From an optimization exercise on the open Yosys and OpenROAD flow, aimed at small area, a short achievable clock period and few clock cycles; shortcuts taken in it are not production practice. Function was not checked in any run shown here: the RTL went through the layout flow alone. Power and IR drop assume default switching activity.

## flow/config.mk

```make
export PLATFORM = sky130hd
export DESIGN_NAME = nlp16af
export DESIGN_NICKNAME = nlp16af
export VERILOG_FILES = /design/flow/design.v
export SDC_FILE = /design/flow/constraint.sdc
export NUM_CORES = 8
export LEC_CHECK = 0
export CAP_MARGIN = 20
export CORE_MARGIN = 2
export CORE_UTILIZATION = 40
export SETUP_SLACK_MARGIN = 4
export SLEW_MARGIN = 20
export SYNTH_HIERARCHICAL = 1
```

## flow/constraint.sdc

```tcl
create_clock -name core_clock -period 12.0 [get_ports {i_clk}]
set_input_delay 2.4000 -clock core_clock [delete_from_list [all_inputs] [get_ports {i_clk}]]
set_output_delay 2.4000 -clock core_clock [all_outputs]
set_load 0.01 [all_outputs]
```

## flow/design.v

```verilog
package common_pkg;
    localparam logic [3:0] ST_F1  = 4'd0;    
    localparam logic [3:0] ST_F2  = 4'd1;    
    localparam logic [3:0] ST_F3  = 4'd2;    
    localparam logic [3:0] ST_R0  = 4'd3;    
    localparam logic [3:0] ST_XS  = 4'd4;    
    localparam logic [3:0] ST_MLS = 4'd5;    
    localparam logic [3:0] ST_MPP = 4'd6;    
    localparam logic [3:0] ST_CM  = 4'd7;    
    localparam logic [3:0] ST_WR0 = 4'd8;    
endpackage
module carry16 (
    input   logic   [15:0]  i_g,
    input   logic   [15:0]  i_p,
    input   logic           i_cin,
    output  logic   [16:0]  o_c          
);
    logic [15:0] g0, p0, g1, p1, g2, p2, g3, p3, g4, p4;
    assign g0 = {i_g[15:1], i_g[0] | (i_p[0] & i_cin)};
    assign p0 = i_p;
    always_comb begin
        for (int i = 0; i < 16; i++) begin
            if (i[0]) begin g1[i] = g0[i] | (p0[i] & g0[i-1]); p1[i] = p0[i] & p0[i-1]; end
            else      begin g1[i] = g0[i]; p1[i] = p0[i]; end
        end
        for (int i = 0; i < 16; i++) begin
            if (i[1]) begin g2[i] = g1[i] | (p1[i] & g1[{i[3:2], 2'b01}]); p2[i] = p1[i] & p1[{i[3:2], 2'b01}]; end
            else      begin g2[i] = g1[i]; p2[i] = p1[i]; end
        end
        for (int i = 0; i < 16; i++) begin
            if (i[2]) begin g3[i] = g2[i] | (p2[i] & g2[{i[3], 3'b011}]); p3[i] = p2[i] & p2[{i[3], 3'b011}]; end
            else      begin g3[i] = g2[i]; p3[i] = p2[i]; end
        end
        for (int i = 0; i < 16; i++) begin
            if (i[3]) begin g4[i] = g3[i] | (p3[i] & g3[7]); p4[i] = p3[i] & p3[7]; end
            else      begin g4[i] = g3[i]; p4[i] = p3[i]; end
        end
    end
    assign o_c = {g4, i_cin};
endmodule
module ALU (
    input   logic   [15:0]  i_a,
    input   logic   [15:0]  i_b,
    input   logic   [3:0]   i_t,         
    input   logic           i_bpos,      
    input   logic           i_bneg,      
    input   logic           i_cin,       
    input   logic           i_arith,     
    input   logic           i_subdec,    
    input   logic           i_logic,     
    input   logic           i_left,      
    input   logic           i_right,     
    input   logic           i_rol,       
    input   logic           i_msb,       
    input   logic           i_ror,       
    output  logic   [15:0]  o_res,
    output  logic           o_c,
    output  logic           o_s,
    output  logic           o_z
);
    logic [15:0] bx, lu, g, sh, nsum, k;
    logic [16:0] c;
    always_comb begin
        for (int i = 0; i < 16; i++) begin
            bx[i] = i_b[i] ? i_bpos : i_bneg;
            lu[i] = i_t[{i_a[i], i_b[i]}];
        end
    end
    assign g = i_a & bx;
    assign k = i_a | bx;
    carry16 cy (.i_g(g), .i_p(lu), .i_cin(i_cin), .o_c(c));
    assign sh   = ({16{i_left}}  & {i_a[14:0], i_rol & i_a[15]})
                | ({16{i_right}} & {(i_msb & i_a[15]) | (i_ror & i_a[0]), i_a[15:1]});
    assign nsum = lu | sh;
    assign o_res = nsum ^ ({16{i_arith}} & c[15:0]);
    logic zero16, z_arith;
    assign zero16  = (lu[0] == i_cin) && (lu[15:1] == k[14:0]);
    assign z_arith = ~zero16 | (k[15] ^ i_subdec);
    assign o_z = i_arith ? z_arith : (i_logic | (|nsum));
    assign o_c = i_logic | (i_arith & (c[16] ^ i_subdec));
    assign o_s = ~o_res[15];
endmodule
module regsel (
    input   logic   [3:0]   i_f,
    input   logic           i_mem_ok,
    output  logic   [14:0]  o_sel
);
    always_comb begin
        for (int i = 0; i < 15; i++) o_sel[i] = (i_f == i[3:0]);
        o_sel[11] = o_sel[11] & i_mem_ok;
    end
endmodule
module rport (
    input   logic   [14:0]  i_sel,
    input   logic   [15:0]  i_ir1,
    input   logic   [7:0]   i_ir2,
    input   logic   [15:0]  i_iv,
    input   logic   [15:0]  i_ir3,
    input   logic   [3:0]   i_flag,
    input   logic   [15:0]  i_a, i_b, i_c, i_d, i_e, i_f,
    input   logic   [15:0]  i_mem,
    input   logic   [15:0]  i_adr,
    input   logic   [15:0]  i_ip,
    input   logic   [15:0]  i_sp,
    output  logic   [15:0]  o_data
);
    assign o_data = ({16{i_sel[0]}}  & i_ir1)
                  | ({16{i_sel[1]}}  & {8'h00, i_ir2})
                  | ({16{i_sel[2]}}  & i_iv)
                  | ({16{i_sel[3]}}  & i_ir3)
                  | ({16{i_sel[4]}}  & {12'h000, i_flag})
                  | ({16{i_sel[5]}}  & i_a)
                  | ({16{i_sel[6]}}  & i_b)
                  | ({16{i_sel[7]}}  & i_c)
                  | ({16{i_sel[8]}}  & i_d)
                  | ({16{i_sel[9]}}  & i_e)
                  | ({16{i_sel[10]}} & i_f)
                  | ({16{i_sel[11]}} & i_mem)
                  | ({16{i_sel[12]}} & i_adr)
                  | ({16{i_sel[13]}} & i_ip)
                  | ({16{i_sel[14]}} & i_sp);
endmodule
module inc16 (
    input   logic   [15:0]  i_a,
    output  logic   [15:0]  o_s
);
    logic [16:0] c;
    assign c[0] = 1'b1;
    always_comb begin
        for (int i = 0; i < 16; i++) c[i+1] = c[i] & i_a[i];
    end
    assign o_s = i_a ^ c[15:0];
endmodule
module incdec16 (
    input   logic   [15:0]  i_a,
    input   logic           i_dec,
    output  logic   [15:0]  o_s
);
    logic [16:0] c;
    assign c[0] = 1'b1;
    always_comb begin
        for (int i = 0; i < 16; i++) c[i+1] = c[i] & (i_a[i] ^ i_dec);
    end
    assign o_s = i_a ^ c[15:0];
endmodule
import common_pkg::*;
module nlp16af(
    input   logic           i_clk,
    input   logic           i_rst_n,
    output  logic           o_wr,
    output  logic           o_rd,
    input   logic   [15:0]  i_bus,
    output  logic   [15:0]  o_bus,
    output  logic   [15:0]  o_address
);
    logic           rst;
    assign rst = ~i_rst_n;
    logic   [3:0]   state, nstate;
    logic           xq, nxq;             
    logic           nxt, nnxt;           
    logic           mv;                  
    logic   [3:0]   fa, fb, nfa, nfb;    
    logic   [2:0]   asel, nasel;         
    logic           s_f1, s_f2, s_f3, s_r0, s_xs, s_mls, s_mpp, s_cm, s_wr0;
    assign s_f1  = state == ST_F1;
    assign s_f2  = state == ST_F2;
    assign s_f3  = state == ST_F3;
    assign s_r0  = state == ST_R0;
    assign s_xs  = state == ST_XS;
    assign s_mls = state == ST_MLS;
    assign s_mpp = state == ST_MPP;
    assign s_cm  = state == ST_CM;
    assign s_wr0 = state == ST_WR0;
    logic   [15:0]  ir1;                 
    logic   [7:0]   ir2f;                
    logic   [7:0]   ir2;                 
    logic   [15:0]  ir3, iv, r_a, r_b, r_c, r_d, r_e, r_f, adr, ip, sp;
    logic           fc, fs, fz;          
    logic   [15:0]  mdr;                 
    logic   [3:0]   e_ra1;               
    logic           e_ld;                
    function automatic logic cond_ok(input logic [3:0] cf, input logic c, input logic s, input logic z);
        logic t;
        begin
            case (cf[3:1])
                3'd4:    t = c;
                3'd6:    t = z;
                3'd7:    t = s;
                default: t = 1'b0;
            endcase
            cond_ok = t ^ cf[0];
        end
    endfunction
    logic   [3:0]   opc, ra1;
    logic           is_ld, is_st, is_ldst, is_call, is_pop, is_push, is_alu, ra1_mem, ra1_ip, cnd;
    logic   [5:0]   aluop;
    assign opc     = ir1[15:12];
    assign ra1     = ir1[3:0];
    assign is_ld   = opc == 4'h8;
    assign is_st   = opc == 4'h9;
    assign is_ldst = is_ld | is_st;
    assign is_call = opc == 4'hB;
    assign is_pop  = opc == 4'hC;
    assign is_push = opc == 4'hD;
    assign is_alu  = ~(is_ldst | is_call | is_pop | is_push);
    assign ra1_mem = ra1 == 4'hB;
    assign ra1_ip  = ra1 == 4'hD;
    assign aluop   = (opc[3:2] == 2'b00) ? ir1[13:8] : {2'b00, ir1[11:8]};
    assign cnd     = cond_ok(ir1[7:4], fc, fs, fz);
    logic           b_push, b_pop;
    assign b_push = i_bus[15:12] == 4'hD;
    assign b_pop  = i_bus[15:12] == 4'hC;
    logic           im16_bus, memsrc_bus, memsrc_reg, eof, memsrc;
    logic   [3:0]   w2a, w2b;
    assign im16_bus   = i_bus[15:12] == 4'h3 || i_bus[11:8] == 4'h3;
    assign memsrc_bus = i_bus[15:12] == 4'hB || i_bus[11:8] == 4'hB;
    assign memsrc_reg = ir2f[7:4] == 4'hB || ir2f[3:0] == 4'hB;
    assign eof        = (s_f2 & ~im16_bus) | s_f3;    
    assign memsrc     = s_f2 ? memsrc_bus : memsrc_reg;
    assign w2a        = s_f2 ? i_bus[15:12] : ir2f[7:4];
    assign w2b        = s_f2 ? i_bus[11:8]  : ir2f[3:0];
    logic           x_ra1, x_adr, squash, st_xs;
    assign x_ra1  = xq & ~is_ldst & ~ra1_mem;          
    assign x_adr  = xq & is_ldst;                      
    assign squash = s_f1 & xq & ~is_ldst & ra1_ip;     
    assign st_xs  = is_st & (ra1 == 4'h0 || ra1_ip);   
    localparam logic [2:0] A_IP = 3'b001, A_ADR = 3'b010, A_SP = 3'b100, A_0 = 3'b000;
    always_comb begin
        nstate = ST_F1;
        nxq    = 1'b0;
        nnxt   = 1'b0;
        nfa    = 4'hF;
        nfb    = 4'hF;
        case (state)
            ST_F1: begin
                if (xq & ~is_ldst & ra1_ip) begin
                    nstate = ST_F1;
                end else if (xq & is_ldst) begin
                    nstate = ST_MLS; nnxt = 1'b1;
                    if (is_st) nfa = ra1;
                end else if (b_push) begin
                    nstate = ST_MPP; nfa = i_bus[3:0];
                end else if (b_pop) begin
                    nstate = ST_MPP;
                end else begin
                    nstate = ST_F2;
                end
            end
            ST_F2, ST_F3: begin
                if (s_f2 & im16_bus)              nstate = ST_F3;
                else if (!cnd)                    nstate = ST_F1;
                else if (is_call) begin           nstate = ST_CM; nfa = ra1; end
                else if (memsrc & ~(is_alu & ra1_mem)) nstate = ST_R0;
                else begin
                    nstate = (st_xs | (is_alu & ra1_mem)) ? ST_XS : ST_F1;
                    nxq = 1'b1; nfa = w2a; nfb = w2b;
                end
            end
            ST_R0: begin
                nstate = st_xs ? ST_XS : ST_F1;
                nxq = 1'b1; nfa = ir2f[7:4]; nfb = ir2f[3:0];
            end
            ST_CM: begin
                if (memsrc_reg & ~ra1_mem)        nstate = ST_R0;
                else begin
                    nstate = ra1_mem ? ST_XS : ST_F1;
                    nxq = 1'b1; nfa = ir2f[7:4]; nfb = ir2f[3:0];
                end
            end
            ST_XS: begin
                if (is_ldst) begin
                    nstate = ST_MLS;
                    if (is_st) nfa = ra1;
                end else begin
                    nstate = ST_WR0; nfa = 4'h0;
                end
            end
            ST_MLS: begin
                if (nxt & (is_push | is_pop)) begin
                    nstate = ST_MPP;
                    if (is_push) nfa = ra1;
                end else begin
                    nstate = nxt ? ST_F2 : ST_F1;
                end
            end
            default:                              nstate = ST_F1;
        endcase
        case (nstate)
            ST_F1, ST_F2, ST_F3:    nasel = A_IP;
            ST_MLS:                 nasel = A_ADR;
            ST_MPP, ST_CM:          nasel = A_SP;
            default:                nasel = A_0;
        endcase
    end
    always_ff @(posedge i_clk) begin
        if (rst) begin
            state <= ST_F1;
            xq    <= 1'b0;
            nxt   <= 1'b0;
            mv    <= 1'b0;
            fa    <= 4'hF;
            fb    <= 4'hF;
            asel  <= A_IP;
        end else begin
            state <= nstate;
            xq    <= nxq;
            nxt   <= nnxt;
            mv    <= s_r0;
            fa    <= nfa;
            fb    <= nfb;
            asel  <= nasel;
        end
    end
    logic   [14:0]  sel_a, sel_b;
    logic   [15:0]  a, b;
    regsel rsa (.i_f(fa), .i_mem_ok(mv), .o_sel(sel_a));
    regsel rsb (.i_f(fb), .i_mem_ok(mv), .o_sel(sel_b));
    rport  rpa (.i_sel(sel_a), .i_ir1(ir1), .i_ir2(ir2), .i_iv(iv), .i_ir3(ir3), .i_flag({fc, fs, 1'b0, fz}),
                .i_a(r_a), .i_b(r_b), .i_c(r_c), .i_d(r_d), .i_e(r_e), .i_f(r_f),
                .i_mem(mdr), .i_adr(adr), .i_ip(ip), .i_sp(sp), .o_data(a));
    rport  rpb (.i_sel(sel_b), .i_ir1(ir1), .i_ir2(ir2), .i_iv(iv), .i_ir3(ir3), .i_flag({fc, fs, 1'b0, fz}),
                .i_a(r_a), .i_b(r_b), .i_c(r_c), .i_d(r_d), .i_e(r_e), .i_f(r_f),
                .i_mem(mdr), .i_adr(adr), .i_ip(ip), .i_sp(sp), .o_data(b));
    logic   [3:0]   t;
    logic           bpos, bneg, cin, arith, subdec, lgc, left, right, rol, sar, ror;
    always_comb begin
        t = 4'b0000; bpos = 0; bneg = 0; cin = 0; arith = 0; subdec = 0; lgc = 0;
        left = 0; right = 0; rol = 0; sar = 0; ror = 0;
        if (xq) begin
            case (aluop)
                6'h0A: begin t = 4'b0110; bpos = 1; arith = 1; end                               
                6'h09: begin t = 4'b1001; bneg = 1; cin = 1; arith = 1; subdec = 1; end          
                6'h1B: begin t = 4'b1100; cin = 1; arith = 1; end                                
                6'h18: begin t = 4'b0011; bpos = 1; bneg = 1; arith = 1; subdec = 1; end         
                6'h06: begin t = 4'b1000; lgc = 1; end                                           
                6'h12: begin t = 4'b1110; lgc = 1; end                                           
                6'h14: begin t = 4'b0011; lgc = 1; end                                           
                6'h16: begin t = 4'b0110; lgc = 1; end                                           
                6'h20, 6'h24: left = 1;                                                          
                6'h22: begin left = 1; rol = 1; end                                              
                6'h30: right = 1;                                                                
                6'h34: begin right = 1; sar = 1; end                                             
                6'h32: begin right = 1; ror = 1; end                                             
                default: t = 4'b1100;                                                            
            endcase
        end
    end
    logic   [15:0]  res;
    logic           c_o, s_o, z_o;
    ALU alu (
        .i_a(a), .i_b(b), .i_t(t), .i_bpos(bpos), .i_bneg(bneg), .i_cin(cin), .i_arith(arith),
        .i_subdec(subdec), .i_logic(lgc), .i_left(left), .i_right(right), .i_rol(rol),
        .i_msb(sar), .i_ror(ror),
        .o_res(res), .o_c(c_o), .o_s(s_o), .o_z(z_o)
    );
    logic   ld_mls, pop_ok;
    assign ld_mls = s_mls & e_ld & (e_ra1 != 4'hB);
    assign pop_ok = s_mpp & is_pop & cnd;
    assign o_rd   = s_f1 | s_f2 | s_f3 | s_r0 | ld_mls | (s_mpp & is_pop & ~ra1_mem);
    assign o_wr   = s_wr0 | s_cm | (s_mls & ~ld_mls) | (s_mpp & cnd & (is_push | ra1_mem));
    assign o_bus  = a;
    assign o_address = ({16{asel[0]}} & ip) | ({16{asel[1]}} & adr) | ({16{asel[2]}} & sp);
    logic           ldsel, bsel;
    logic   [15:0]  wd;
    assign ldsel = ld_mls | (pop_ok & ~ra1_mem);
    assign bsel  = ldsel | s_f2 | s_f3;
    assign wd    = (res | (i_bus & {16{bsel}})) & {16{~rst}};
    logic   [3:0]   wdest;
    logic           wen;
    assign wdest = x_adr ? 4'hC : (s_mls ? e_ra1 : ra1);
    assign wen   = x_ra1 | x_adr | ldsel;
    logic   [15:0]  we;
    always_comb begin
        we = 16'h0000;
        if (wen) we[wdest] = 1'b1;
    end
    logic           flag_we, sp_dec, sp_inc, ir1_res;
    assign flag_we = xq & ~is_ldst;
    assign ir1_res = s_xs & ~is_ldst;                  
    assign sp_dec  = (s_f1 & b_push & ~squash & ~(xq & is_ldst)) | (s_mls & nxt & is_push)
                   | (eof & cnd & is_call);
    assign sp_inc  = s_mpp & ((is_pop & cnd) | (is_push & ~cnd));
    logic   [15:0]  ip_inc, sp_pm;
    inc16    ipi (.i_a(ip), .o_s(ip_inc));
    incdec16 spi (.i_a(sp), .i_dec(~s_mpp), .o_s(sp_pm));    
    always_ff @(posedge i_clk) begin
        mdr <= i_bus;
        if (s_f1 | ir1_res)                     ir1  <= s_f1 ? i_bus : res;
        if (s_f2)                               ir2f <= i_bus[15:8];
        if (rst | we[1] | s_f2)                 ir2  <= wd[7:0];
        if (rst | we[2])                        iv   <= wd;
        if (rst | we[3] | s_f3)                 ir3  <= wd;
        if (rst | we[5])                        r_a  <= wd;
        if (rst | we[6])                        r_b  <= wd;
        if (rst | we[7])                        r_c  <= wd;
        if (rst | we[8])                        r_d  <= wd;
        if (rst | we[9])                        r_e  <= wd;
        if (rst | we[10])                       r_f  <= wd;
        if (rst | we[12])                       adr  <= wd;
        if (rst | we[13] | s_f1 | s_f2 | s_f3)  ip   <= (rst | we[13]) ? wd : ip_inc;
        if (rst | sp_dec | sp_inc)              sp   <= rst ? 16'hEFFF : sp_pm;
        if (rst | flag_we)                      {fc, fs, fz} <= rst ? 3'b000 : {c_o, s_o, z_o};
        if (x_adr)                              {e_ra1, e_ld} <= {ra1, is_ld};
    end
endmodule
```

## flow/run.sh

```bash
#!/bin/bash
# synth_recipe.tcl (not shown) runs the flow's synth.tcl, then flattens the netlist and writes it again
# the make line also repeats each setting of config.mk as NAME=value (left out here)
make -C /OpenROAD-flow-scripts/flow DESIGN_CONFIG=/design/flow/config.mk WORK_HOME=/design/flow/orfs CLKGATE_MAP_FILE= SYNTH_SCRIPT=/design/flow/synth_recipe.tcl finish
```

==> results of run 1 <==
[power groups by stage]
stage / clock network (mW) / logic (mW) / registers [mW]
floorplan: 0 / 0.863 / 1.28
global placement: 0 / 1.33 / 1.40
detailed placement: 0 / 1.34 / 1.40
CTS: 0.868 / 1.35 / 1.39
global route: 0.903 / 1.46 / 1.42
finish: 0.864 / 1.39 / 1.40
[tightest hold or removal path, stage by stage (launching register included)]
cell and delay (ns):
edfxtp_1 0.36, a21oi_1 0.07, o21ai_0 0.08
[through the flow]
stage               total power [mW]   util  setup slack (ns)
finish                          3.65  0.458              5.84
CTS                             3.60  0.458              6.03
global placement                2.73  0.434              6.68
global route                    3.79  0.458              5.85
detailed placement              2.74  0.434              6.62
floorplan                       2.14      -              7.34
[kinds of logic (layout without fill, tap and decap cells)]
| logic type | count (synthesis) | count (layout) | synth area share |
|---|---|---|---|
| xor gates and xnor gates | 43 | 43 | 0.0248 |
| and+or+nand+nor | 456 | 456 | 0.163 |
| buffers and inverters | 143 | 194 | 0.0469 |
| adders and majority gates | 19 | 19 | 0.0157 |
| AOI/OAI and AO/OA | 429 | 429 | 0.232 |
| other | 1 | 2 | 0.000247 |
| muxes | 43 | 43 | 0.0450 |
| DFF | 250 | 250 | 0.473 |
[layer usage]
layer	wire length, um	part of all wire	global-route usage
met1	22500	0.39	0.395
met2	25000	0.43	0.443
met3	7890	0.14	0.0729
met4	2770	0.048	0.127
met5	0	0	0
[path summary, 6_finish.rpt]
| kind | endpoint | cells after the start | start |
|---|---|---|---|
| hold reg to reg | fb[2] | 2 | ir2f[2] |
| setup / recovery | o_bus[7] | 7 | fa[2] |
| setup reg to reg | r_c[11] | 15 | fb[1] |
| hold / removal | fb[2] | 2 | ir2f[2] |
[final cells by class]
| type | instances | area [sq um] |
|---|---|---|
| sequential | 250 | 7170 |
| tap | 511 | 639 |
| clock buffer | 31 | 691 |
| multi-input combinational | 992 | 7420 |
| clock inverter | 17 | 213 |
| inverter | 47 | 176 |
| fill | 3452 | 20300 |
| timing repair buffer | 99 | 866 |
[per-module statistics from Yosys, one instance, submodules excluded]
module / copies in the design / cell area [sq um] / flops+latches / cells inside
regsel: 2 / 114 / 0 / 22
rport: 2 / 1270 / 0 / 159
incdec16: 1 / 455 / 0 / 61
carry16: 1 / 309 / 0 / 54
inc16: 1 / 188 / 0 / 16
nlp16af: 1 / 10000 / 250 / 715
ALU: 1 / 1420 / 0 / 176
[sequential cells by signal (all words and copies together) (netlist names), 3 cells and up]
name / cells
adr: 16
asel: 3
e_ra1: 4
fa: 4
fb: 4
ip: 16
ir1: 16
ir2: 8
ir2f: 8
ir3: 16
iv: 16
mdr: 16
r_a: 16
r_b: 16
r_c: 16
r_d: 16
r_e: 16
r_f: 16
sp: 16
state: 4
[placed cells by master, fill, tap and decap left out, drive strengths merged, types with 6 or more instances in the layout]
cell           netlist  routed
o31ai                7       7
and2                26      26
nand2b              32      32
clkinv               1      12
a222oi              40      40
nand4               28      28
mux2                 8       8
o221ai               6       6
dfxtp               34      34
clkdlybuf4s50        0      50
o21ai               33      33
and3                45      45
a31oi                7       7
nor3                28      28
or4                  7       7
a21o                26      26
nand4b               8       8
nand3               37      37
nand2              115     115
nor2                73      73
xnor2               15      15
nor2b               10      10
inv                 46      46
mux2i               19      19
nor4                10      10
ha                  19      19
buf                 47      49
edfxtp             216     216
a211oi               6       6
o211ai               9       9
a22oi              120     120
a21oi               40      40
clkbuf              49      31
a22o                52      52
mux4                16      16
a221oi              46      46
xor2                28      28
o21a                 8       8
==> impl_results.md, run 1 <==
- Slew Viols, Final: 0
- Final clock skew: 0.0160 ns
- Status: timing/DRC/antenna clean
- Port Buffers: 51
- Hold_buf cts: 0
- Power share of the sequential group: 0.383
- Fin crit share: 0.514
- Internal Power: 2.16 mW
- Post-route DRC: 0
- Drt first pass iters: 9
- Vias per cell: 6.82
- Layout Cell Area excl Fill: 17,200 sq um
- Worst Path Max Fanout: 11
- Tmin final: 6.16 ns
- Top cell type by total area after synthesis: edfxtp_1
- Placed insts: 1,899
- Max-capacitance violation count: 0
- Chip Width: 199 um
- Post-CTS sizing: 0
- CP startpoint kind: flip-flop
- Number of CTS-inserted buffers: 27
- Switch share: 0.408
- #FFs+latches synth: 250
- CP arrival: 3.76 ns
- Logic gate share of total power: 0.380
- Static Leak: 6.14 nW
- Most frequent cell after synthesis: edfxtp_1
- Synth Cell Area: 15,200 sq um
- HPWL Detailed: 38,900 um
- Post-DRT Antenna Nets: 0
- CP bufs+invs: 2
- GRT overflow: 0
- NetSw: 1.49 mW
- Clock sink total: 250
- Antenna violations before repair: 1
- Hold WC Path Type: flip-flop to flip-flop
- Post-synth ARST share: 0
- Syn avg cell area: 11.0 sq um
- Worst path cell trace: nand2b_1 -> nor2_1 -> buf_4 -> a22oi_1 -> and3_1 -> nand4_1 -> clkdlybuf4s50_1
- Vias in the first global route: 12.7k
- Sum Neg Setup Slack: 0 ns
- RSZ-0062 raised after global routing: no
- Max Fclk: 0.162 GHz
- Commonest cells in the netlist: edfxtp_1, a22oi_1, nand2_1
- Layout cell share with drive strength beyond 1: 0.123
- Die Ht: 199 um
- Routed wire length: 58,200 um
- Vias post-DR: 13.3k
- Reg2Reg Setup Slack: 6.82 ns
- Setup-failing EPs final: 0
- Global-route wire length before repair: 84,200 um
- Slowest CP cell: nor2_1
- GPL Wtd Cong: 0.942
- Post-synth EDFFs: 216
- Starting Density: 0.405
- Least-Margin Pin Slew: 1.24 ns
- FP Rows: 71
- Die area: 39,500 sq um
- Worst-path clk slew: 0.06 ns
- Clock power share: 0.237
- Crit-path max cell delay: 0.77 ns
- Final Hold Slack: 0.547 ns
- P per Cell Area: 213 nW/um^2
- Clk root buf: clkbuf_16
- Final Hold Viols: 0
- Largest net degree at the start of global routing: 51
- I/O pin cnt: 52
- Clock latency (worst-skew pair): 0.55 ns
- Worst vdd ir: 0.109 mV
- Postcts setup bufs: 0
- CP Class: flip-flop to output port
- CTS tree: done
- Synth area leaders: edfxtp_1, a22oi_1, dfxtp_1
- Htree depth: 1
- Initial DRC Count: 2,112
- Synth Instances: 1,384
- Worst Setup End Kind: output port
- Crit path required time: 9.60 ns
- Yosys warning count: 12
- Dominant synthesized flop cell: edfxtp_1
- Overall Global Routing Usage: 0.292
- Dpl cell area: 16,300 sq um
- Post-synth top area share: 0.428
- Final std cells w/o fill: 1,947
- Antenna diodes: 0
- Area Overhead vs Synth: 13.2%
- Synth cell types: 87
- Deepest clock path buffer count: 3
- Core region area: 37,500 sq um
- Sequential-to-total area share from yosys stat: 0.473
- Drt wl/cell: 29.9 um
- Relative slew slack: 0.173
- NumNets Final: 1,454
- Top delay family on crit path: simple AND/OR/NAND/NOR gates
==> run 2: changes to the inputs <==
--- a/flow/config.mk
+++ b/flow/config.mk
@@ -8,6 +8,5 @@
 export CAP_MARGIN = 20
 export CORE_MARGIN = 2
 export CORE_UTILIZATION = 40
-export SETUP_SLACK_MARGIN = 4
 export SLEW_MARGIN = 20
 export SYNTH_HIERARCHICAL = 1
==> impl_results.md, run 2 <==
- Status: timing/DRC/antenna clean
- FP Rows: 71
- Most frequent cell after synthesis: edfxtp_1
- Max Fclk: 0.162 GHz
- Least-Margin Pin Slew: 1.24 ns
- Synth Instances: 1,384
- Post-CTS sizing: 0
- Post-synthesis mux area share: 0.0450
- Drt first pass iters: 9
- Post-DRT Antenna Nets: 0
- Crit path required time: 9.60 ns
- Slew Viols, Final: 0
- Number of CTS-inserted buffers: 27
- CP Class: flip-flop to output port
- NumNets Final: 1,454
- Relative slew slack: 0.173
- Commonest cells after routing, fill and taps aside: edfxtp_1, a22oi_1, nand2_1
- Drt wl/cell: 29.9 um
- Vias in the first global route: 12.7k
- Synth Area in XOR/XNOR: 0.0248
- #FFs+latches synth: 250
- Post-synth ARST share: 0
- Post-synth top area share: 0.428
- Largest family of logic cells by synthesized area: compound AO/OA/AOI/OAI gates
- Htree depth: 1
- Synth cell types: 87
- Final Hold Slack: 0.547 ns
- GRT overflow: 0
- Sequential-to-total area share from yosys stat: 0.473
- RSZ-0062 raised after global routing: no
- Clock sink total: 250
- Slowest CP cell: nor2_1
- Clock latency (worst-skew pair): 0.55 ns
- Postcts setup bufs: 0
- CP arrival: 3.76 ns
- HPWL Detailed: 38,900 um
- Static Leak: 6.14 nW
- Hold_buf cts: 0
- Layout cell share with drive strength beyond 1: 0.123
- Worst Path Max Fanout: 11
- Commonest non-fill, non-tap cell in the layout: edfxtp_1
- Initial DRC Count: 2,112
- Yosys warning count: 12
- Final clock skew: 0.0160 ns
- Layout Cell Area excl Fill: 17,200 sq um
- Post-synth EDFFs: 216
- Max-capacitance violation count: 0
- Clk root buf: clkbuf_16
- Tmin final: 6.16 ns
- Port Buffers: 51
- Hold WC Path Type: flip-flop to flip-flop
- Sum Neg Setup Slack: 0 ns
- Setup-failing EPs final: 0
- Deepest clock path buffer count: 3
- Simple-gate portion of the synthesized area: 0.163
- Area Overhead vs Synth: 13.2%
- CP startpoint kind: flip-flop
- Die Ht: 199 um
- Worst-path clk slew: 0.06 ns
- Synth area leaders: edfxtp_1, a22oi_1, dfxtp_1
- Overall Global Routing Usage: 0.292
- Commonest cells in the netlist: edfxtp_1, a22oi_1, nand2_1
- Top cell type by total area after synthesis: edfxtp_1
- Adder-Cell Fraction of Synth Area: 0.0157
- Vias post-DR: 13.3k
- Core region area: 37,500 sq um
- Largest net degree at the start of global routing: 51
- Worst vdd ir: 0.109 mV
- Synth Cell Area: 15,200 sq um
- Vias per cell: 6.82
- Die area: 39,500 sq um
- Chip Width: 199 um
- Antenna violations before repair: 1
- Synth Area in Compound Gates: 0.231
- Routed wire length: 58,200 um
- Crit-path max cell delay: 0.77 ns
- Starting Density: 0.405
- CTS tree: done
- I/O pin cnt: 52
- Dpl cell area: 16,300 sq um
- Fin crit share: 0.514
- Antenna diodes: 0
- Worst Setup End Kind: output port
- Final Hold Viols: 0
- P per Cell Area: 213 nW/um^2
- GPL Wtd Cong: 0.942
- Post-route DRC: 0
- Global-route wire length before repair: 84,200 um
- Dominant synthesized flop cell: edfxtp_1
- Fill cells: 3,452
- Syn avg cell area: 11.0 sq um
- Worst path cell trace: nand2b_1 -> nor2_1 -> buf_4 -> a22oi_1 -> and3_1 -> nand4_1 -> clkdlybuf4s50_1
## run 2: cell counts in the layout (fill, tap and decap cells not counted)
Identical to the previous run, type by type.
## run 2: final cells by class
class	instances	area, sq um	area share
repair buffers	99	866	0.0504
multi-input cells	992	7420	0.432
inverters	47	176	0.0103
flip-flops and latches	250	7170	0.417
well taps	511	639	0.0372
clock inverters	17	213	0.0124
clock buffers	31	691	0.0402
## run 2: per-stage QoR
stage / std cells / worst slack [ns] / power (mW) / util
floorplan: 1385 / 7.34 / 2.14 / -
global placement: 1899 / 6.68 / 2.73 / 0.434
detailed placement: 1899 / 6.62 / 2.74 / 0.434
CTS: 1947 / 6.03 / 3.60 / 0.458
global route: 1947 / 5.85 / 3.79 / 0.458
finish: 1947 / 5.84 / 3.65 / 0.458
## run 2: worst max-delay path: cells and delay by family (launching register included)
kind	cells	cell delay [ns]
compound gates	1	0.12
flops	1	0.49
buf+inv	2	1.03
simple gates	4	1.55
## run 2: Yosys stat by module, one instance, submodules excluded
module	cell area [sq um]	flip-flops and latches	copies in the design
inc16	188	0	1
carry16	309	0	1
ALU	1420	0	1
nlp16af	10000	250	1
rport	1270	0	2
regsel	114	0	2
incdec16	455	0	1
## run 2: worst paths after layout
check / start / endpoint / slack [ns] / cells after the start
max: fa[2] / o_bus[7] / 5.84 / 7
min: ir2f[2] / fb[2] / 0.55 / 2
max reg2reg: fb[1] / r_c[11] / 6.82 / 15
min reg2reg: ir2f[2] / fb[2] / 0.55 / 2
## run 2: layer usage
layer / vias up / share of wire / track usage
li1: 5605 / - / -
met1: 6392 / 0.39 / 0.395
met2: 1054 / 0.43 / 0.443
met3: 220 / 0.14 / 0.0729
met4: 0 / 0.048 / 0.127
met5: - / 0 / 0
## run 2: cell families after synthesis
family / after synthesis
adder cells (fa/ha/maj): 19
multiplexers: 43
buffers and inverters: 143
AO/OA/AOI/OAI: 429
other: 1
flip-flops: 250
AND/OR/NAND/NOR: 456
XOR/XNOR: 43
## run 2: report_power, final
part | internal [mW] | switching (mW)
registers | 1.16 | 0.236
logic | 0.482 | 0.907
clock network | 0.518 | 0.347
total | 2.16 | 1.49
==> run 3: changes to the inputs <==
--- a/flow/design.v
+++ b/flow/design.v
@@ -159,6 +159,8 @@
     logic           xq, nxq;             
     logic           nxt, nnxt;           
     logic           mv;                  
+    logic           ejd;                 
+    logic           cmx, ncmx;           
     logic   [3:0]   fa, fb, nfa, nfb;    
     logic   [2:0]   asel, nasel;         
     logic           s_f1, s_f2, s_f3, s_r0, s_xs, s_mls, s_mpp, s_cm, s_wr0;
@@ -207,9 +209,20 @@
     assign ra1_ip  = ra1 == 4'hD;
     assign aluop   = (opc[3:2] == 2'b00) ? ir1[13:8] : {2'b00, ir1[11:8]};
     assign cnd     = cond_ok(ir1[7:4], fc, fs, fz);
-    logic           b_push, b_pop;
+    logic           is_mov;
+    always_comb begin
+        case (aluop)
+            6'h0A, 6'h09, 6'h1B, 6'h18, 6'h06, 6'h12, 6'h14, 6'h16,
+            6'h20, 6'h24, 6'h22, 6'h30, 6'h34, 6'h32: is_mov = 1'b0;
+            default:                                 is_mov = 1'b1;
+        endcase
+    end
+    logic           ej;
+    assign ej = s_f3 & cnd & is_alu & ra1_ip & is_mov & (ir2f[7:4] == 4'h3);
+    logic           b_push, b_pop, b_skip;
     assign b_push = i_bus[15:12] == 4'hD;
     assign b_pop  = i_bus[15:12] == 4'hC;
+    assign b_skip = ~xq & ~cond_ok(i_bus[7:4], fc, fs, fz);
     logic           im16_bus, memsrc_bus, memsrc_reg, eof, memsrc;
     logic   [3:0]   w2a, w2b;
     assign im16_bus   = i_bus[15:12] == 4'h3 || i_bus[11:8] == 4'h3;
@@ -220,24 +233,27 @@
     assign w2a        = s_f2 ? i_bus[15:12] : ir2f[7:4];
     assign w2b        = s_f2 ? i_bus[11:8]  : ir2f[3:0];
     logic           x_ra1, x_adr, squash, st_xs;
-    assign x_ra1  = xq & ~is_ldst & ~ra1_mem;          
+    assign x_ra1  = xq & ~is_ldst & ~ra1_mem & ~ejd;   
     assign x_adr  = xq & is_ldst;                      
-    assign squash = s_f1 & xq & ~is_ldst & ra1_ip;     
+    assign squash = s_f1 & xq & ~is_ldst & ra1_ip & ~ejd;    
     assign st_xs  = is_st & (ra1 == 4'h0 || ra1_ip);   
     localparam logic [2:0] A_IP = 3'b001, A_ADR = 3'b010, A_SP = 3'b100, A_0 = 3'b000;
     always_comb begin
         nstate = ST_F1;
         nxq    = 1'b0;
+        ncmx   = 1'b0;
         nnxt   = 1'b0;
         nfa    = 4'hF;
         nfb    = 4'hF;
         case (state)
             ST_F1: begin
-                if (xq & ~is_ldst & ra1_ip) begin
+                if (xq & ~is_ldst & ra1_ip & ~ejd) begin
                     nstate = ST_F1;
                 end else if (xq & is_ldst) begin
                     nstate = ST_MLS; nnxt = 1'b1;
                     if (is_st) nfa = ra1;
+                end else if ((b_push | b_pop) & b_skip) begin
+                    nstate = ST_F1;
                 end else if (b_push) begin
                     nstate = ST_MPP; nfa = i_bus[3:0];
                 end else if (b_pop) begin
@@ -249,7 +265,12 @@
             ST_F2, ST_F3: begin
                 if (s_f2 & im16_bus)              nstate = ST_F3;
                 else if (!cnd)                    nstate = ST_F1;
-                else if (is_call) begin           nstate = ST_CM; nfa = ra1; end
+                else if (is_call) begin
+                    nstate = ST_CM; nfa = ra1;
+                    if (is_mov & ~ra1_mem & (w2a != 4'hB)) begin
+                        ncmx = 1'b1; nxq = 1'b1; nfb = w2a;
+                    end
+                end
                 else if (memsrc & ~(is_alu & ra1_mem)) nstate = ST_R0;
                 else begin
                     nstate = (st_xs | (is_alu & ra1_mem)) ? ST_XS : ST_F1;
@@ -261,7 +282,8 @@
                 nxq = 1'b1; nfa = ir2f[7:4]; nfb = ir2f[3:0];
             end
             ST_CM: begin
-                if (memsrc_reg & ~ra1_mem)        nstate = ST_R0;
+                if (cmx)                          nstate = ST_F1;
+                else if (memsrc_reg & ~ra1_mem)   nstate = ST_R0;
                 else begin
                     nstate = ra1_mem ? ST_XS : ST_F1;
                     nxq = 1'b1; nfa = ir2f[7:4]; nfb = ir2f[3:0];
@@ -276,11 +298,11 @@
                 end
             end
             ST_MLS: begin
-                if (nxt & (is_push | is_pop)) begin
+                if (nxt & (is_push | is_pop) & cnd) begin
                     nstate = ST_MPP;
                     if (is_push) nfa = ra1;
                 end else begin
-                    nstate = nxt ? ST_F2 : ST_F1;
+                    nstate = (nxt & ~(is_push | is_pop)) ? ST_F2 : ST_F1;
                 end
             end
             default:                              nstate = ST_F1;
@@ -298,6 +320,8 @@
             xq    <= 1'b0;
             nxt   <= 1'b0;
             mv    <= 1'b0;
+            ejd   <= 1'b0;
+            cmx   <= 1'b0;
             fa    <= 4'hF;
             fb    <= 4'hF;
             asel  <= A_IP;
@@ -306,6 +330,8 @@
             xq    <= nxq;
             nxt   <= nnxt;
             mv    <= s_r0;
+            ejd   <= ej;
+            cmx   <= ncmx;
             fa    <= nfa;
             fb    <= nfb;
             asel  <= nasel;
@@ -341,7 +367,7 @@
                 6'h30: right = 1;                                                                
                 6'h34: begin right = 1; sar = 1; end                                             
                 6'h32: begin right = 1; ror = 1; end                                             
-                default: t = 4'b1100;                                                            
+                default: t = cmx ? 4'b1010 : 4'b1100;                                            
             endcase
         end
     end
@@ -377,7 +403,7 @@
     logic           flag_we, sp_dec, sp_inc, ir1_res;
     assign flag_we = xq & ~is_ldst;
     assign ir1_res = s_xs & ~is_ldst;                  
-    assign sp_dec  = (s_f1 & b_push & ~squash & ~(xq & is_ldst)) | (s_mls & nxt & is_push)
+    assign sp_dec  = (s_f1 & b_push & ~(b_skip) & ~squash & ~(xq & is_ldst)) | (s_mls & nxt & is_push & cnd)
                    | (eof & cnd & is_call);
     assign sp_inc  = s_mpp & ((is_pop & cnd) | (is_push & ~cnd));
     logic   [15:0]  ip_inc, sp_pm;
@@ -397,7 +423,7 @@
         if (rst | we[9])                        r_e  <= wd;
         if (rst | we[10])                       r_f  <= wd;
         if (rst | we[12])                       adr  <= wd;
-        if (rst | we[13] | s_f1 | s_f2 | s_f3)  ip   <= (rst | we[13]) ? wd : ip_inc;
+        if (rst | we[13] | s_f1 | s_f2 | s_f3)  ip   <= (rst | we[13] | ej) ? wd : ip_inc;
         if (rst | sp_dec | sp_inc)              sp   <= rst ? 16'hEFFF : sp_pm;
         if (rst | flag_we)                      {fc, fs, fz} <= rst ? 3'b000 : {c_o, s_o, z_o};
         if (x_adr)                              {e_ra1, e_ld} <= {ra1, is_ld};
==> impl_results.md, run 3 <==
- CP Class: flip-flop to output port
- GPL Wtd Cong: 1.01
- Number of CTS-inserted buffers: 29
- CTS tree: done
- Slowest CP cell: nor2_2
- Tmin final: 6.22 ns
- #FFs+latches synth: 252
- Setup-failing EPs final: 0
- Worst Path Max Fanout: 16
- Yosys warning count: 12
- Vias in the first global route: 13.3k
- Hold_buf cts: 0
- Syn avg cell area: 10.9 sq um
- HPWL Detailed: 42,300 um
- Post-CTS sizing: 0
- Commonest non-fill, non-tap cell in the layout: edfxtp_1
- Synth Instances: 1,438
- CP bufs+invs: 1
- Post-route DRC: 0
- FP Rows: 72
- Post-synth top area share: 0.412
- Post-synth ARST share: 0
- Vias post-DR: 13.9k
- Chip Width: 202 um
- Relative slew slack: 0.126
- Hold WC Path Type: flip-flop to flip-flop
- Antenna violations before repair: 0
- Worst path cell trace: nand2_1 -> nor2_2 -> a22oi_1 -> and3_1 -> nand4_1 -> clkdlybuf4s50_1
- Sum Neg Setup Slack: 0 ns
- Deepest clock path buffer count: 3
- CP arrival: 3.82 ns
- Status: timing/DRC/antenna clean
- Routed wire length: 61,100 um
- RSZ-0062 raised after global routing: no
- Commonest cells after routing, fill and taps aside: edfxtp_1, a22oi_1, nor2_1
- Least-Margin Pin Slew: 1.31 ns
- Static Leak: 6.19 nW
- Drt wl/cell: 30.5 um
- Register area: 7210 sq um
- Worst-path clk slew: 0.06 ns
- Die area: 40,900 sq um
- Max-capacitance violation count: 0
- Top delay family on crit path: simple AND/OR/NAND/NOR gates
- Dominant synthesized flop cell: edfxtp_1
- Max Fclk: 0.161 GHz
- Area Overhead vs Synth: 12.8%
- Final clock skew: 0.0289 ns
- Final Hold Slack: 0.614 ns
- Clock latency (worst-skew pair): 0.57 ns
- Top cell type by total area after synthesis: edfxtp_1
- Clk root buf: clkbuf_16
- Antenna diodes: 0
- I/O pin cnt: 52
- Postcts setup bufs: 0
- NumNets Final: 1,498
- Post-synth EDFFs: 216
- CP startpoint kind: flip-flop
- Core region area: 38,700 sq um
- P per Cell Area: 213 nW/um^2
- GRT overflow: 0
- Die Ht: 202 um
- Largest net degree at the start of global routing: 54
- Overall Global Routing Usage: 0.293
- Drt first pass iters: 9
- Crit path required time: 9.60 ns
- Worst vdd ir: 0.124 mV
- Most frequent cell after synthesis: edfxtp_1
- Initial DRC Count: 1,990
- Port Buffers: 51
- Final Hold Viols: 0
- Commonest cells in the netlist: edfxtp_1, a22oi_1, nor2_1
- Fin crit share: 0.518
- Htree depth: 1
- Post-DRT Antenna Nets: 0
- Multi-input gate area: 7910 sq um
- Layout cell share with drive strength beyond 1: 0.145
- Fill cells: 3,649
- Synth area leaders: edfxtp_1, a22oi_1, dfxtp_1
- Global-route wire length before repair: 89,000 um
- Slew Viols, Final: 0
- Sequential-to-total area share from yosys stat: 0.458
- Worst Setup End Kind: output port
- Clock sink total: 252
- Vias per cell: 6.96
- Synth Cell Area: 15,700 sq um
- Crit-path max cell delay: 1.04 ns
- Starting Density: 0.406
- Synth cell types: 95
[run 3: changes by cell type in the layout (fill, tap and decap cells not counted), moves of 6 or more]
cell     previous run  this run
mux2_4              0        10
nand2_1           114        81
inv_1              45        51
nor2_1             69        89
and2_1             26        12
mux2i_1            17        23
o21ai_0            29        38
buf_4              48        41
mux2_2              8        26
a22o_1             52        37
a31oi_1             6        24
a21o_1             25        11
[run 3: per-layer routing]
layer / up-vias / GRT usage / share of wire
met2: 989 / 0.456 / 0.44
met3: 205 / 0.0522 / 0.12
li1: 5840 / - / -
met4: 0 / 0.118 / 0.044
met1: 6897 / 0.406 / 0.40
met5: - / 0 / 0
[run 3: kinds of logic (layout without fill, tap and decap cells)]
kind of cell | Yosys count | count (layout) | synth area share
and+or+nand+nor | 451 | 451 | 0.158
AOI/OAI and AO/OA | 438 | 438 | 0.224
DFF | 252 | 252 | 0.458
buffers and inverters | 154 | 199 | 0.0497
muxes | 77 | 77 | 0.0697
xor gates and xnor gates | 46 | 46 | 0.0256
adders and majority gates | 19 | 19 | 0.0151
other | 1 | 2 | 0.000238
[run 3: worst paths after layout]
| check | startpoint | end | slack [ns] | cells past startpoint |
|---|---|---|---|---|
| setup / recovery | fa[0] | o_bus[5] | 5.78 | 6 |
| hold / removal | ir2f[2] | fb[2] | 0.61 | 2 |
| setup reg to reg | ir1[8] | ip[11] | 5.99 | 19 |
| hold reg to reg | ir2f[2] | fb[2] | 0.61 | 2 |
[run 3: final cells by class]
class,instances,area share
tap,518,0.0365
sequential,252,0.406
multi-input combinational,1033,0.445
timing repair buffer,93,0.0462
clock buffer,38,0.0453
clock inverter,16,0.00951
inverter,52,0.0113
[run 3: Yosys stat by module, one instance, submodules excluded, a selection]
module    cell area [sq um]  cells inside
rport                  1270           159
incdec16                455            61
ALU                    1420           176
regsel                  114            22
carry16                 309            54
nlp16af               10600           769
[run 3: worst min-delay path, cell delays in order, from the launching register on]
cell and delay, ns:
edfxtp_1 0.39, nand2_1 0.07, nand3_1 0.11
[run 3: metrics by stage]
stage	total power [mW]	area, sq um	util	setup slack (ns)	std cells
6_report	3.78	17800	0.458	5.78	2002
5_1_grt	3.92	17800	0.458	5.69	2002
4_1_cts	3.74	17700	0.458	5.94	2001
3_5_place_dp	2.83	16800	0.433	6.16	1947
3_3_place_gp	2.82	16800	0.433	6.26	1947
2_1_floorplan	2.21	15700	-	7.36	1439
[run 3: power breakdown]
part,switching [mW],leakage (nW),internal [mW]
logic,0.905,3.21,0.524
registers,0.254,2.50,1.18
clock network,0.375,0.480,0.539
==> run 4: changes to the inputs <==
--- a/flow/design.v
+++ b/flow/design.v
@@ -53,6 +53,7 @@
     input   logic           i_rol,       
     input   logic           i_msb,       
     input   logic           i_ror,       
+    input   logic           i_zero,      
     output  logic   [15:0]  o_res,
     output  logic           o_c,
     output  logic           o_s,
@@ -72,7 +73,7 @@
     assign sh   = ({16{i_left}}  & {i_a[14:0], i_rol & i_a[15]})
                 | ({16{i_right}} & {(i_msb & i_a[15]) | (i_ror & i_a[0]), i_a[15:1]});
     assign nsum = lu | sh;
-    assign o_res = nsum ^ ({16{i_arith}} & c[15:0]);
+    assign o_res = (nsum & {16{~i_zero}}) ^ ({16{i_arith & ~i_zero}} & c[15:0]);
     logic zero16, z_arith;
     assign zero16  = (lu[0] == i_cin) && (lu[15:1] == k[14:0]);
     assign z_arith = ~zero16 | (k[15] ^ i_subdec);
@@ -161,7 +162,12 @@
     logic           mv;                  
     logic           ejd;                 
     logic           cmx, ncmx;           
-    logic   [3:0]   fa, fb, nfa, nfb;    
+    logic   [3:0]   nfa, nfb;            
+    logic   [14:0]  sel_a, sel_b;        
+    logic   [14:0]  nsel_a, nsel_b;
+    logic           rd_q, nrd;           
+    logic           wr_q, nwr;           
+    logic           wrc_q, nwrc;         
     logic   [2:0]   asel, nasel;         
     logic           s_f1, s_f2, s_f3, s_r0, s_xs, s_mls, s_mpp, s_cm, s_wr0;
     assign s_f1  = state == ST_F1;
@@ -307,6 +313,28 @@
             end
             default:                              nstate = ST_F1;
         endcase
+        nrd  = 1'b0;
+        nwr  = 1'b0;
+        nwrc = 1'b0;
+        case (nstate)
+            ST_F1, ST_F2, ST_F3, ST_R0: nrd = 1'b1;
+            ST_WR0, ST_CM:              nwr = 1'b1;
+            ST_MLS: begin                
+                nrd = is_ld & ~ra1_mem;
+                nwr = ~(is_ld & ~ra1_mem);
+            end
+            ST_MPP: begin
+                nwrc = 1'b1;
+                if (s_f1) begin          
+                    nrd = b_pop & (i_bus[3:0] != 4'hB);
+                    nwr = b_push | (i_bus[3:0] == 4'hB);
+                end else begin           
+                    nrd = is_pop & ~ra1_mem;
+                    nwr = is_push | ra1_mem;
+                end
+            end
+            default: ;
+        endcase
         case (nstate)
             ST_F1, ST_F2, ST_F3:    nasel = A_IP;
             ST_MLS:                 nasel = A_ADR;
@@ -322,8 +350,11 @@
             mv    <= 1'b0;
             ejd   <= 1'b0;
             cmx   <= 1'b0;
-            fa    <= 4'hF;
-            fb    <= 4'hF;
+            sel_a <= 15'h0;
+            sel_b <= 15'h0;
+            rd_q  <= 1'b1;
+            wr_q  <= 1'b0;
+            wrc_q <= 1'b0;
             asel  <= A_IP;
         end else begin
             state <= nstate;
@@ -332,15 +363,17 @@
             mv    <= s_r0;
             ejd   <= ej;
             cmx   <= ncmx;
-            fa    <= nfa;
-            fb    <= nfb;
+            sel_a <= nsel_a;
+            sel_b <= nsel_b;
+            rd_q  <= nrd;
+            wr_q  <= nwr;
+            wrc_q <= nwrc;
             asel  <= nasel;
         end
     end
-    logic   [14:0]  sel_a, sel_b;
     logic   [15:0]  a, b;
-    regsel rsa (.i_f(fa), .i_mem_ok(mv), .o_sel(sel_a));
-    regsel rsb (.i_f(fb), .i_mem_ok(mv), .o_sel(sel_b));
+    regsel rsa (.i_f(nfa), .i_mem_ok(s_r0), .o_sel(nsel_a));
+    regsel rsb (.i_f(nfb), .i_mem_ok(s_r0), .o_sel(nsel_b));
     rport  rpa (.i_sel(sel_a), .i_ir1(ir1), .i_ir2(ir2), .i_iv(iv), .i_ir3(ir3), .i_flag({fc, fs, 1'b0, fz}),
                 .i_a(r_a), .i_b(r_b), .i_c(r_c), .i_d(r_d), .i_e(r_e), .i_f(r_f),
                 .i_mem(mdr), .i_adr(adr), .i_ip(ip), .i_sp(sp), .o_data(a));
@@ -376,21 +409,21 @@
     ALU alu (
         .i_a(a), .i_b(b), .i_t(t), .i_bpos(bpos), .i_bneg(bneg), .i_cin(cin), .i_arith(arith),
         .i_subdec(subdec), .i_logic(lgc), .i_left(left), .i_right(right), .i_rol(rol),
-        .i_msb(sar), .i_ror(ror),
+        .i_msb(sar), .i_ror(ror), .i_zero(rst),
         .o_res(res), .o_c(c_o), .o_s(s_o), .o_z(z_o)
     );
     logic   ld_mls, pop_ok;
     assign ld_mls = s_mls & e_ld & (e_ra1 != 4'hB);
     assign pop_ok = s_mpp & is_pop & cnd;
-    assign o_rd   = s_f1 | s_f2 | s_f3 | s_r0 | ld_mls | (s_mpp & is_pop & ~ra1_mem);
-    assign o_wr   = s_wr0 | s_cm | (s_mls & ~ld_mls) | (s_mpp & cnd & (is_push | ra1_mem));
+    assign o_rd   = rd_q;
+    assign o_wr   = wr_q & (~wrc_q | cnd);
     assign o_bus  = a;
     assign o_address = ({16{asel[0]}} & ip) | ({16{asel[1]}} & adr) | ({16{asel[2]}} & sp);
     logic           ldsel, bsel;
     logic   [15:0]  wd;
     assign ldsel = ld_mls | (pop_ok & ~ra1_mem);
-    assign bsel  = ldsel | s_f2 | s_f3;
-    assign wd    = (res | (i_bus & {16{bsel}})) & {16{~rst}};
+    assign bsel  = (ldsel | s_f2 | s_f3) & ~rst;
+    assign wd    = res | (i_bus & {16{bsel}});       
     logic   [3:0]   wdest;
     logic           wen;
     assign wdest = x_adr ? 4'hC : (s_mls ? e_ra1 : ra1);
==> impl_results.md, run 4 <==
- Die Ht: 206 um
- Drt wl/cell: 31.1 um
- Post-synth top area share: 0.398
- Vias per cell: 6.80
- Port Buffers: 51
- Global-route wire length before repair: 91,300 um
- Layout cell share with drive strength beyond 1: 0.121
- Synth Instances: 1,496
- Power share of the sequential group: 0.392
- Commonest cells after routing, fill and taps aside: edfxtp_1, a22oi_1, nand2_1
- Clock sink total: 276
- Hold_buf cts: 0
- Largest net degree at the start of global routing: 70
- Post-synth EDFFs: 216
- Synth area leaders: edfxtp_1, dfxtp_1, a22oi_1
- GPL Wtd Cong: 1.07
- Hold EP: ip[6]
- Initial DRC Count: 2,073
- Reg2Reg Setup Slack: 6.22 ns
- Fin crit share: 0.482
- GRT overflow: 0
- Hold Path Stages: 2
- Worst Path Max Fanout: 16
- Status: timing/DRC/antenna clean
- NetSw: 1.53 mW
- RSZ-0062 raised after global routing: no
- Sequential-to-total area share from yosys stat: 0.472
- Post-CTS sizing: 0
- Number of CTS-inserted buffers: 30
- Worst setup path start: ir1[14]
- Least-Margin Pin Slew: 1.25 ns
- FF-to-FF End: ip[9]
- Logic gate share of total power: 0.355
- CTS tree: done
- Tmin final: 5.78 ns
- Core region area: 40,000 sq um
- Vias in the first global route: 13.5k
- Antenna diodes: 0
- Die area: 42,400 sq um
- Sum Neg Setup Slack: 0 ns
- Vias post-DR: 14.0k
- Worst R2R Path Depth: 17
- Relative slew slack: 0.167
- Overall Global Routing Usage: 0.299
- CP startpoint kind: flip-flop
- Clk root buf: clkbuf_16
- Clock latency (worst-skew pair): 0.59 ns
- Worst vdd ir: 0.117 mV
- Dominant synthesized flop cell: edfxtp_1
- Most frequent cell after synthesis: edfxtp_1
- Worst-path clk slew: 0.06 ns
- Max-capacitance violation count: 0
- Routed wire length: 64,000 um
- Yosys warning count: 12
- Postcts setup bufs: 0
- NumNets Final: 1,545
- HPWL Detailed: 43,100 um
- Slew Viols, Final: 0
- Worst Setup End Kind: flip-flop
- Syn avg cell area: 10.9 sq um
- Static Leak: 6.49 nW
- I/O pin cnt: 52
- Commonest cells in the netlist: edfxtp_1, a22oi_1, nand2_1
- Reg-to-Reg Start: ir1[14]
- Max Fclk: 0.173 GHz
- Final clock skew: 0.0219 ns
- Drt first pass iters: 7
- Top cell type by total area after synthesis: edfxtp_1
- Final Hold Viols: 0
- Switch share: 0.399
- Htree depth: 1
- CP Class: flip-flop to flip-flop
- Starting Density: 0.407
- Hold WC Path Type: flip-flop to flip-flop
- #FFs+latches synth: 276
- Internal Power: 2.31 mW
- Synth cell types: 99
- Hold Startpoint: ip[6]
- CP arrival: 6.24 ns
- Chip Width: 206 um
- Utilization after layout: 0.454
- Setup-failing EPs final: 0
- Clock power share: 0.253
- Antenna violations before repair: 1
- FP Rows: 73
- Area Overhead vs Synth: 11.5%
- Commonest non-fill, non-tap cell in the layout: edfxtp_1
- Synth Cell Area: 16,300 sq um
- Post-synth ARST share: 0
- Post-DRT Antenna Nets: 0
- P per Cell Area: 212 nW/um^2
- Total power: 3.85 mW
- Deepest clock path buffer count: 3
- Post-route DRC: 0
- Crit path required time: 12.46 ns
run 4: changes by cell type after synthesis, sizes merged, moves of 6 or more:
| cell | previous run | this run |
|---|---|---|
| xnor2 | 18 | 28 |
| a31oi | 25 | 10 |
| o31ai | 12 | 6 |
| xor2 | 28 | 14 |
| buf | 49 | 57 |
| mux2 | 36 | 20 |
| dfxtp | 36 | 60 |
| a21o | 12 | 27 |
| nand2 | 82 | 114 |
| nor2 | 95 | 89 |
| and2 | 12 | 40 |
| clkbuf | 53 | 45 |
run 4: cell families (layout without fill, tap and decap cells):
family	Yosys count	count (layout)	synth area share
buffers and inverters	152	187	0.0478
XOR/XNOR	42	42	0.0226
AND/OR/NAND/NOR	517	517	0.173
flip-flops	276	276	0.472
adder cells (fa/ha/maj)	19	19	0.0146
AO/OA/AOI/OAI	424	424	0.213
other	1	2	0.000230
multiplexers	65	65	0.0573
run 4: cell type report:
type	instances	area [sq um]
tap	525	657
multi-input combinational	1069	7880
inverter	50	188
clock buffer	42	846
timing repair buffer	81	738
sequential	276	7690
clock inverter	14	181
fill	3738	21800
run 4: critical path, stage by stage (launching register included):
cell      delay, ns
edfxtp_1       0.60
or2_2          0.40
o21ai_0        0.43
and2_1         0.25
o32a_1         0.21
a221oi_1       0.10
nor2_1         0.70
mux4_2         0.44
a21o_2         0.16
nand4_1        0.15
a21oi_1        0.30
o21ai_0        0.22
nand2b_1       0.15
nand2_1        0.07
or3_1          0.31
a21oi_1        0.42
a21o_1         0.51
mux2_4         0.25
run 4: per-stage QoR:
step                setup slack (ns)  std cells  hold WS (ns)  instance area, sq um
floorplan                       7.41       1497         0.488                 16300
global placement                6.19       2000         0.739                 17100
detailed placement              6.15       2000         0.756                 17100
CTS                             6.27       2056         0.772                 18200
global route                    6.02       2057         0.798                 18200
finish                          6.22       2057         0.771                 18200
run 4: layer usage:
layer | vias up | share of wire | wire, um | GRT usage
met4 | 0 | 0.047 | 3000 | 0.128
li1 | 5940 | - | - | -
met2 | 955 | 0.46 | 29200 | 0.488
met3 | 185 | 0.12 | 7440 | 0.0697
met5 | - | 0 | 0 | 0
met1 | 6917 | 0.38 | 24400 | 0.379
run 4: how the worst max path moves through the flow:
stage and end:
5_1_grt ip[15], 6_report ip[9], 3_3_place_gp ip[9], 4_1_cts ip[9], 2_1_floorplan sel_a[1], 3_5_place_dp sel_a[2]
run 4: power groups by stage:
stage                     Clock (mW)  Combinational [mW]  Sequential, mW
after floorplan                    0               0.898            1.36
after global placement             0                1.33            1.51
after detailed placement           0                1.32            1.51
after CTS                      0.975                1.33            1.49
after global routing            1.01                1.45            1.52
final                          0.973                1.37            1.51
run 4: Yosys stat by module (local to each module, per instance):
module	cells	flops+latches
regsel	22	0
incdec16	61	0
inc16	16	0
carry16	54	0
ALU	193	0
nlp16af	810	276
rport	159	0
==> run 5: changes to the inputs <==
--- a/flow/config.mk
+++ b/flow/config.mk
@@ -5,8 +5,8 @@
 export SDC_FILE = /design/flow/constraint.sdc
 export NUM_CORES = 8
 export LEC_CHECK = 0
-export CAP_MARGIN = 20
+export CAP_MARGIN = 85
 export CORE_MARGIN = 2
 export CORE_UTILIZATION = 40
-export SLEW_MARGIN = 20
+export SLEW_MARGIN = 85
 export SYNTH_HIERARCHICAL = 1
==> impl_results.md, run 5 <==
- Syn avg cell area: 10.9 sq um
- Slew Viols, Final: 0
- Chip Width: 206 um
- Drt wl/cell: 27.8 um
- GRT overflow: 0
- Die area: 42,400 sq um
- Routed wire length: 70,000 um
- Postcts setup bufs: 0
- Vias post-DR: 16.2k
- Htree depth: 1
- Hold WC Path Type: flip-flop to flip-flop
- Post-DRT Antenna Nets: 0
- CP most frequent cell: clkdlybuf4s50_1
- Synth Cell Area: 16,300 sq um
- Dominant synthesized flop cell: edfxtp_1
- Die Ht: 206 um
- P per Cell Area: 196 nW/um^2
- Worst Setup End Kind: flip-flop
- HPWL Detailed: 51,800 um
- Clock latency (worst-skew pair): 0.61 ns
- Status: timing/DRC/antenna clean
- Fin crit share: 0.982
- Worst-path clk slew: 0.06 ns
- CP Class: primary input to flip-flop
- Vias in the first global route: 15.9k
- Initial DRC Count: 2,141
- Yosys warning count: 12
- Max-capacitance violation count: 0
- NumNets Final: 2,005
- Layout cell share with drive strength beyond 1: 0.353
- Sequential-to-total area share from yosys stat: 0.472
- Starting Density: 0.407
- Largest net degree at the start of global routing: 30
- Worst Path Max Fanout: 6
- Commonest cells after routing, fill and taps aside: edfxtp_1, clkdlybuf4s50_1, buf_1
- Crit path required time: 12.36 ns
- Vias per cell: 6.42
- Deepest clock path buffer count: 3
- Crit-path max cell delay: 0.57 ns
- Final Hold Slack: 0.675 ns
- Setup-failing EPs final: 0
- GPL Wtd Cong: 1.07
- Sum Neg Setup Slack: 0 ns
- FP Rows: 73
- Port Buffers: 51
- Post-synth EDFFs: 216
- Worst vdd ir: 0.107 mV
- Synth area leaders: edfxtp_1, dfxtp_1, a22oi_1
- #FFs+latches synth: 276
- Commonest cells in the netlist: edfxtp_1, a22oi_1, nand2_1
- Overall Global Routing Usage: 0.321
- Post-synth top area share: 0.398
- Clock sink total: 276
- Hold_buf cts: 0
- RSZ-0062 raised after global routing: no
- Max Fclk: 0.0849 GHz
- Clk root buf: clkbuf_16
- Final Hold Viols: 0
- Final clock skew: 0.0191 ns
- CP arrival: 12.15 ns
- Post-route DRC: 0
- Static Leak: 8.76 nW
- Most frequent cell after synthesis: edfxtp_1
- Top cell type by total area after synthesis: edfxtp_1
- Slowest CP cell: clkdlybuf4s50_1
- Global-route wire length before repair: 99,800 um
- Synth Instances: 1,496
- Number of CTS-inserted buffers: 29
- Post-synth ARST share: 0
- Core region area: 40,000 sq um
- Synth cell types: 99
- Tmin final: 11.78 ns
- Antenna violations before repair: 3
- Drt first pass iters: 7
- Area Overhead vs Synth: 47.5%
- CTS tree: done
- I/O pin cnt: 52
- CP startpoint kind: primary input
- Commonest non-fill, non-tap cell in the layout: edfxtp_1
## run 5: cell types whose count changed in the layout (fill, tap and decap cells not counted), sizes merged
cell	delta
buf	+291
clkdlybuf4s15	+5
bufinv	-2
clkdlybuf4s18	+2
dlymetal6s2s	+2
clkdlybuf4s50	+96
clkdlybuf4s25	+6
clkbuf	+53
diode	+1
clkinv	+4
inv	+2
## run 5: path summary, 6_finish.rpt
check / from / end / slack, ns / depth (start not counted)
worst min-delay path: sp[13] / sp[13] / 0.67 / 2
worst min register to register: sp[13] / sp[13] / 0.67 / 2
worst max-delay path: i_bus[5] / sp[3] / 0.22 / 28
worst max register to register: fz / sp[3] / 1.76 / 27
## run 5: modules after synthesis, one instance, submodules excluded
module	copies in the design	flip-flops and latches	cell area, sq um
inc16	1	0	188
rport	2	0	1270
carry16	1	0	309
nlp16af	1	276	11100
regsel	2	0	114
incdec16	1	0	455
ALU	1	0	1460
## run 5: final cells by class
cell class | count | area (sq um)
Inverter | 50 | 209
Fill cell | 3129 | 16000
Multi-Input combinational cell | 1069 | 10400
Tap cell | 525 | 657
Antenna cell | 1 | 2.50
Clock buffer | 36 | 752
Timing Repair Buffer | 542 | 4040
Clock inverter | 18 | 156
Sequential cell | 276 | 7800
## run 5: stage by stage
step	setup slack [ns]	instances	util	power [mW]	instance area, sq um
final	0.217	2517	0.601	4.72	24000
after detailed placement	2.60	2405	0.551	3.61	22000
after global placement	6.19	2000	0.428	2.83	17100
after global routing	0.117	2517	0.601	4.88	24000
after CTS	2.54	2459	0.574	4.49	23000
after floorplan	7.41	1497	-	2.25	16300
## run 5: logic make-up after synthesis
logic type,share of synthesized area
AND/OR/NAND/NOR,0.173
AO/OA/AOI/OAI,0.213
flip-flops,0.472
buffers and inverters,0.0478
multiplexers,0.0573
XOR/XNOR,0.0226
adder cells (fa/ha/maj),0.0146
other,0.000230
## run 5: worst max-delay path, delay by kind of cell
kind,cells,cell delay (ns)
compound gates,3,0.48
buf+inv,21,8.55
mux,1,0.36
simple gates,3,0.34
## run 5: per-layer routing
metal / up-vias / part of all wire / global-route usage
met2: 1113 / 0.46 / 0.516
met4: 4 / 0.059 / 0.173
met1: 7876 / 0.37 / 0.400
met5: - / 0.00036 / 0
met3: 281 / 0.12 / 0.0751
li1: 6895 / - / -
## run 5: where the power goes
| part | internal [mW] | switching [mW] | leakage, nW |
|---|---|---|---|
| clock network | 0.490 | 0.402 | 0.443 |
| registers | 1.24 | 0.146 | 2.71 |
| logic | 1.04 | 1.40 | 5.60 |
| total | 2.78 | 1.95 | 8.76 |
## run 5: repair_timing
action / CTS / global route
setup endpoints to repair: 0 / 37
gates resized for setup: 0 / 5
endpoints found under the hold margin: 0 / 0

separate check: timing with driven ports:
No port has a modelled driver above. Below, the same layouts with a new extraction and two added sets of constraints.
Step 1 sets driving cells, clkbuf_16 on the clock port and buf_2 on the other inputs (assumed; they add their load-dependent delay and slew).
Step 2 also shifts input and output timing later by t, the mid clock arrival at the registers, as if the neighbouring blocks saw the same clock.
Three values: ideal, step 1, step 2; two values: the first two.
run | shift t [ns] | slack for setup (ns) | worst setup path at the end | latest minus earliest clock arrival (ns) | cell pins on the clock port's net
run 1 | 0.594 | 5.837 / 5.786 / 6.380 | register to output | 0.016 / 0.016 | 1
run 2 | 0.594 | 5.837 / 5.786 / 6.380 | register to output | 0.016 / 0.016 | 1
run 3 | 0.609 | 5.778 / 5.730 / 5.991 | register to register | 0.029 / 0.029 | 1
run 4 | 0.628 | 6.219 / 6.219 / 5.811 | input to register | 0.023 / 0.022 | 1
run 5 | 0.649 | 0.217 / 0.247 / -0.402 | input to register | 0.019 / 0.019 | 1
Met with ideal ports but missed after step 2: setup timing in run 5. For run 5, which loses most, drivers alone change the setup slack by +0.030 ns; drivers and shift together by -0.619 ns.
